Source: an optimization exercise on an open RTL-to-GDS flow (aim: small area). Production flows keep margins and buffers that such runs may drop. Function was checked by simulation only, so behaviour that the tests miss may differ from the original. The flow treats the clock pin as an ideal source, which a real chip does not have. No activity file was given, so power comes from the tool's default toggle rates.

==> inputs of run C <==
==> flow/design.v <==
module wavelet_transform(clk, rst, data_stream, H_out, L_out, addr);
input clk, rst;
output reg [0:7] H_out;
output reg [0:7] L_out;
output reg  [0:7] addr;
input [0:7] data_stream;
wire [2:0] p = addr[5:7];
reg  [7:0] a1, a2;       
reg  [7:0] se, sf, sg1, sg2, sk;
reg  [7:0] ao, af, ag1, ag2, ak;
reg  [7:0] lp1, lpx, lp3;
reg  [7:0] mux_a, mux_b, mux_c, mux_e;
reg  warm;
wire early = !warm && !addr[4];
always @* begin
    case (p)
    3'd0: begin mux_a = early ? 8'h00 : lpx; mux_b = data_stream;
                mux_c = early ? 8'h00 : se;  mux_e = early ? 8'h00 : ak;  end
    3'd1: begin mux_a = data_stream;         mux_b = lpx;
                mux_c = early ? 8'h00 : sf;  mux_e = early ? 8'h00 : ao;  end
    3'd2: begin mux_a = early ? 8'h00 : lpx; mux_b = data_stream;
                mux_c = se;                  mux_e = early ? 8'h00 : af;  end
    3'd3: begin mux_a = data_stream;         mux_b = lp1;
                mux_c = warm ? sg2 : 8'h00;  mux_e = ao;  end
    3'd4: begin mux_a = lpx;                 mux_b = data_stream;
                mux_c = se;                  mux_e = warm ? ag2 : 8'h00; end
    3'd5: begin mux_a = data_stream;         mux_b = lpx;
                mux_c = sf;                  mux_e = ao;  end
    3'd6: begin mux_a = lp3;                 mux_b = data_stream;
                mux_c = se;                  mux_e = af;  end
    default: begin mux_a = data_stream;      mux_b = L_out;
                mux_c = early ? 8'h00 : sk;  mux_e = ao;  end
    endcase
end
function [7:0] add8(input [7:0] x, input [7:0] y, input ci);
    integer i;
    reg c;
    begin
        c = ci;
        for (i = 0; i < 8; i = i + 1) begin
            add8[i] = (x[i] ^ y[i]) ^ c;
            c = (x[i] & y[i]) | (c & (x[i] ^ y[i]));
        end
    end
endfunction
wire [7:0] nd1  = ~{1'b0, a1[7:1]};
wire [7:0] sub1 = add8(mux_b, nd1, 1'b1);
wire [7:0] sub2 = add8(mux_c, nd1, 1'b1);
wire [7:0] hq   = {2'b00, H_out[0:5]};
wire [7:0] add1 = add8(a2, hq, 1'b0);
wire [7:0] add2 = add8(mux_e, hq, 1'b0);
always @(posedge clk, negedge rst) begin
    if (!rst) begin
        addr  <= 0;
        H_out <= 0;
        L_out <= 0;
        a1    <= 0;
        a2    <= 0;
    end else begin
        addr  <= addr + 1;
        H_out <= sub2;
        L_out <= add2;
        a1    <= mux_a;
        a2    <= a1;
    end
end
always @(posedge clk, negedge rst) begin
    if (!rst)
        warm <= 1'b0;
    else if (addr[4:7] == 4'hf)
        warm <= 1'b1;
end
always @(posedge clk) begin
    if (!p[0]) se <= sub1;
    if (p[1:0] == 2'b01) sf <= sub1;
    if (p == 3'd3) begin sg1 <= sub1; sg2 <= sg1; end
    if (p == 3'd7) sk <= sub1;
    if (p[0]) ao <= add1;
    if (p[1:0] == 2'b10) af <= add1;
    if (p == 3'd4) begin ag1 <= add1; ag2 <= ag1; end
    if (p == 3'd0) ak <= add1;
    if (p == 3'd1) lp1 <= L_out;
    if (p == 3'd1) lpx <= lp1;
    else if (p[1:0] != 2'b11) lpx <= L_out;
    if (p == 3'd3) lp3 <= L_out;
end
endmodule
==> flow/flow/run.sh <==
#!/bin/bash
# Own layout flow: the standard synthesis and ORFS steps, with
#  - single-size buffers on the ports (buf_1 instead of clkdlybuf4s50_1),
#  - a clock tree of small clock buffers without dummy loads.
# Each call's full output goes to a log file in the work folder.
set -euo pipefail
export BUFFER_PORTS_ARGS="-buffer_cell sky130_fd_sc_hd__buf_1"
export CTS_ARGS="-sink_clustering_enable -repair_clock_nets -buf_list sky130_fd_sc_hd__clkbuf_8 -dont_use_dummy_load"
bash standard.sh synth > synth.log 2>&1
bash standard.sh finish > layout.log 2>&1
==> flow/standard.sh <==
#!/bin/bash
# synth_recipe.tcl (not shown) runs the flow's synth.tcl, then flattens the netlist and writes it again
# the make line also repeats each setting of config.mk as NAME=value (left out here)
make -C /OpenROAD-flow-scripts/flow DESIGN_CONFIG=/design/flow/config.mk WORK_HOME=/design/flow/orfs CLKGATE_MAP_FILE= SYNTH_SCRIPT=/design/flow/synth_recipe.tcl "${@:-finish}"
==> flow/config.mk <==
export PLATFORM = sky130hd
export DESIGN_NAME = wavelet_transform
export DESIGN_NICKNAME = wavelet_transform
export VERILOG_FILES = /design/flow/design.v
export SDC_FILE = /design/flow/constraint.sdc
export NUM_CORES = 4
export LEC_CHECK = 0
export CAP_MARGIN = 20
export CORE_MARGIN = 2
export CORE_UTILIZATION = 55
export CTS_BUF_LIST = sky130_fd_sc_hd__clkbuf_8
export SLEW_MARGIN = 20
==> flow/constraint.sdc <==
create_clock -name core_clock -period 6.0 [get_ports {clk}]
set_input_delay 1.2000 -clock core_clock [delete_from_list [all_inputs] [get_ports {clk}]]
set_output_delay 1.2000 -clock core_clock [all_outputs]
set_load 0.01 [all_outputs]
==> run X: changes against run C <==
==> flow/design.v (replaced) <==
module wavelet_transform(clk, rst, data_stream, H_out, L_out, addr);
input clk, rst;
output reg [0:7] H_out;
output reg [0:7] L_out;
output reg  [0:7] addr;
input [0:7] data_stream;
wire [2:0] p = addr[5:7];
reg  [7:0] a1, a2;       
reg  [7:0] se, sf, sg1, sg2, sk;
reg  [7:0] ao, af, ag1, ag2, ak;
reg  [7:0] lp1, lpx, lp3;
reg  [7:0] mux_a, mux_b, mux_c, mux_e;
always @* begin
    case (p)
    3'd0: begin mux_a = lpx;         mux_b = data_stream; mux_c = se;  mux_e = ak;  end
    3'd1: begin mux_a = data_stream; mux_b = lpx;         mux_c = sf;  mux_e = ao;  end
    3'd2: begin mux_a = lpx;         mux_b = data_stream; mux_c = se;  mux_e = af;  end
    3'd3: begin mux_a = data_stream; mux_b = lp1;         mux_c = sg2; mux_e = ao;  end
    3'd4: begin mux_a = lpx;         mux_b = data_stream; mux_c = se;  mux_e = ag2; end
    3'd5: begin mux_a = data_stream; mux_b = lpx;         mux_c = sf;  mux_e = ao;  end
    3'd6: begin mux_a = lp3;         mux_b = data_stream; mux_c = se;  mux_e = af;  end
    default: begin mux_a = data_stream; mux_b = L_out;    mux_c = sk;  mux_e = ao;  end
    endcase
end
function [7:0] add8(input [7:0] x, input [7:0] y, input ci);
    integer i;
    reg c;
    begin
        c = ci;
        for (i = 0; i < 8; i = i + 1) begin
            add8[i] = (x[i] ^ y[i]) ^ c;
            c = (x[i] & y[i]) | (c & (x[i] ^ y[i]));
        end
    end
endfunction
wire [7:0] nd1  = ~{1'b0, a1[7:1]};
wire [7:0] sub1 = add8(mux_b, nd1, 1'b1);
wire [7:0] sub2 = add8(mux_c, nd1, 1'b1);
wire [7:0] hq   = {2'b00, H_out[0:5]};
wire [7:0] add1 = add8(a2, hq, 1'b0);
wire [7:0] add2 = add8(mux_e, hq, 1'b0);
always @(posedge clk, negedge rst) begin
    if (!rst) begin
        addr  <= 0;
        H_out <= 0;
        L_out <= 0;
        a1    <= 0;
        a2    <= 0;
    end else begin
        addr  <= addr + 1;
        H_out <= sub2;
        L_out <= add2;
        a1    <= mux_a;
        a2    <= a1;
    end
end
always @(posedge clk, negedge rst) begin
    if (!rst) begin
        se <= 0; sf <= 0; sg1 <= 0; sg2 <= 0; sk <= 0;
        ao <= 0; af <= 0; ag1 <= 0; ag2 <= 0; ak <= 0;
        lp1 <= 0; lpx <= 0; lp3 <= 0;
    end else begin
        if (!p[0]) se <= sub1;
        if (p[1:0] == 2'b01) sf <= sub1;
        if (p == 3'd3) begin sg1 <= sub1; sg2 <= sg1; end
        if (p == 3'd7) sk <= sub1;
        if (p[0]) ao <= add1;
        if (p[1:0] == 2'b10) af <= add1;
        if (p == 3'd4) begin ag1 <= add1; ag2 <= ag1; end
        if (p == 3'd0) ak <= add1;
        if (p == 3'd1) lp1 <= L_out;
        if (p == 3'd1) lpx <= lp1;
        else if (p[1:0] != 2'b11) lpx <= L_out;
        if (p == 3'd3) lp3 <= L_out;
    end
end
endmodule
==> flow/flow/run.sh (replaced) <==
#!/bin/bash
# Own layout flow: the standard synthesis and ORFS steps, with
#  - single-size buffers on the ports (buf_1 instead of clkdlybuf4s50_1),
#  - a clock tree of clkbuf_4 cells without dummy loads, where the clock
#    buffers whose loads see too high a slew are upsized to clkbuf_8
#    (flow/fixclk.tcl) before routing.
# Each step's full output goes to a log file of its own in the work folder.
set -euo pipefail
export BUFFER_PORTS_ARGS="-buffer_cell sky130_fd_sc_hd__buf_1"
export CTS_ARGS="-sink_clustering_enable -repair_clock_nets -buf_list sky130_fd_sc_hd__clkbuf_4 -dont_use_dummy_load"
bash standard.sh synth > synth.log 2>&1
bash standard.sh cts > place_cts.log 2>&1
RESULTS="$PWD/orfs/results/$FLOW_PLATFORM/wavelet_transform/base" openroad -no_init -exit flow/fixclk.tcl > fixclk.log 2>&1
bash standard.sh finish > route_finish.log 2>&1
==> flow/flow/fixclk.tcl (new file) <==
# After CTS: the clock tree is built from clkbuf_4 cells. Upsize to clkbuf_8
# every clock buffer whose loads see a slew above the target, then legalise
# the placement again.
set plat $::env(FLOW_HOME)/platforms/sky130hd
set res $::env(RESULTS)
read_liberty $plat/lib/sky130_fd_sc_hd__tt_025C_1v80.lib
read_db $res/4_cts.odb
read_sdc $res/4_cts.sdc
source $plat/setRC.tcl
set_propagated_clock [all_clocks]

set target 0.105
for {set iter 0} {$iter < 5} {incr iter} {
  estimate_parasitics -placement
  set changed 0
  foreach inst [get_cells *] {
    if {[get_property $inst ref_name] ne "sky130_fd_sc_hd__clkbuf_4"} { continue }
    set out [get_pins -of_objects $inst -filter "direction == output"]
    set worst 0
    foreach p [get_pins -of_objects [get_nets -of_objects $out] -filter "direction == input"] {
      set s [get_property $p slew_max]
      if {$s > $worst} { set worst $s }
    }
    if {$worst > $target} {
      replace_cell $inst [get_lib_cells */sky130_fd_sc_hd__clkbuf_8]
      puts "upsized [get_full_name $inst]: load slew [format %.3f $worst] ns"
      set changed 1
    }
  }
  if {!$changed} { break }
}
detailed_placement
check_placement -verbose
estimate_parasitics -placement
set worst 0
foreach p [get_pins -hierarchical */CLK] {
  set s [get_property $p slew_max]
  if {$s > $worst} { set worst $s }
}
puts "worst flip-flop clock pin slew after fix: [format %.3f $worst] ns"
report_checks -path_delay min_max -format end
write_db $res/4_cts.odb
CTS_BUF_LIST = not set   (was sky130_fd_sc_hd__clkbuf_8)
==> notes.md <==
| metric | run X | run C |
|---|---|---|
| Pre-CTS worst setup slack | 1140 ps | 736 ps |
| Routability-driven placement congestion ratio | 0.794 | 0.800 |
| Post-Syn Instances | 484 | 382 |
| Area of the mapped netlist | 6410 sq um | 5960 sq um |
| Footprint of the multi-input gates | 2550 sq um | 1630 sq um |
| Via/cell ratio | 5.76 | 5.85 |
| Drt initial violations | 269 | 249 |
| Predominant post-synthesis flop cell | dfrtp_1 | edfxtp_1 |
| Number of enable-type register cells in the synthesized netlist | 0 | 104 |
| Compound-cell area share of the yosys netlist | 0.0763 | 0.0839 |
| Switching part of the total power | 0.344 | 0.212 |
| Final worst setup slack | 1160 ps | 742 ps |
| Run status | complete, no violations | complete, no violations |

## afterwards: timing with drivers on the ports
How much do the figures lean on ideal ports? The routed layouts below were timed once more, with nothing changed but the port constraints. Step 1: set_driving_cell puts a clkbuf_16 on clk and a buf_2 on each other input, an assumption about the parent block. Step 2 also shifts input and output timing later by t, the mid clock arrival at the registers, as if the neighbouring blocks saw the same clock. Three values: no drivers, after step 1, after step 2; two values: the first two.
| run | shift t [ns] | setup WS [ns] | latest minus earliest clock arrival (ns) | worst register clock-pin slew, ns |
|---|---|---|---|---|
| run C | 0.465 | 0.742 / 0.742 / 0.742 | 0.025 / 0.024 | 0.08 / 0.08 |
| run X | 0.450 | 1.157 / 1.157 / 1.157 | 0.031 / 0.031 | 0.09 / 0.09 |
After both steps every run listed still meets setup and hold.
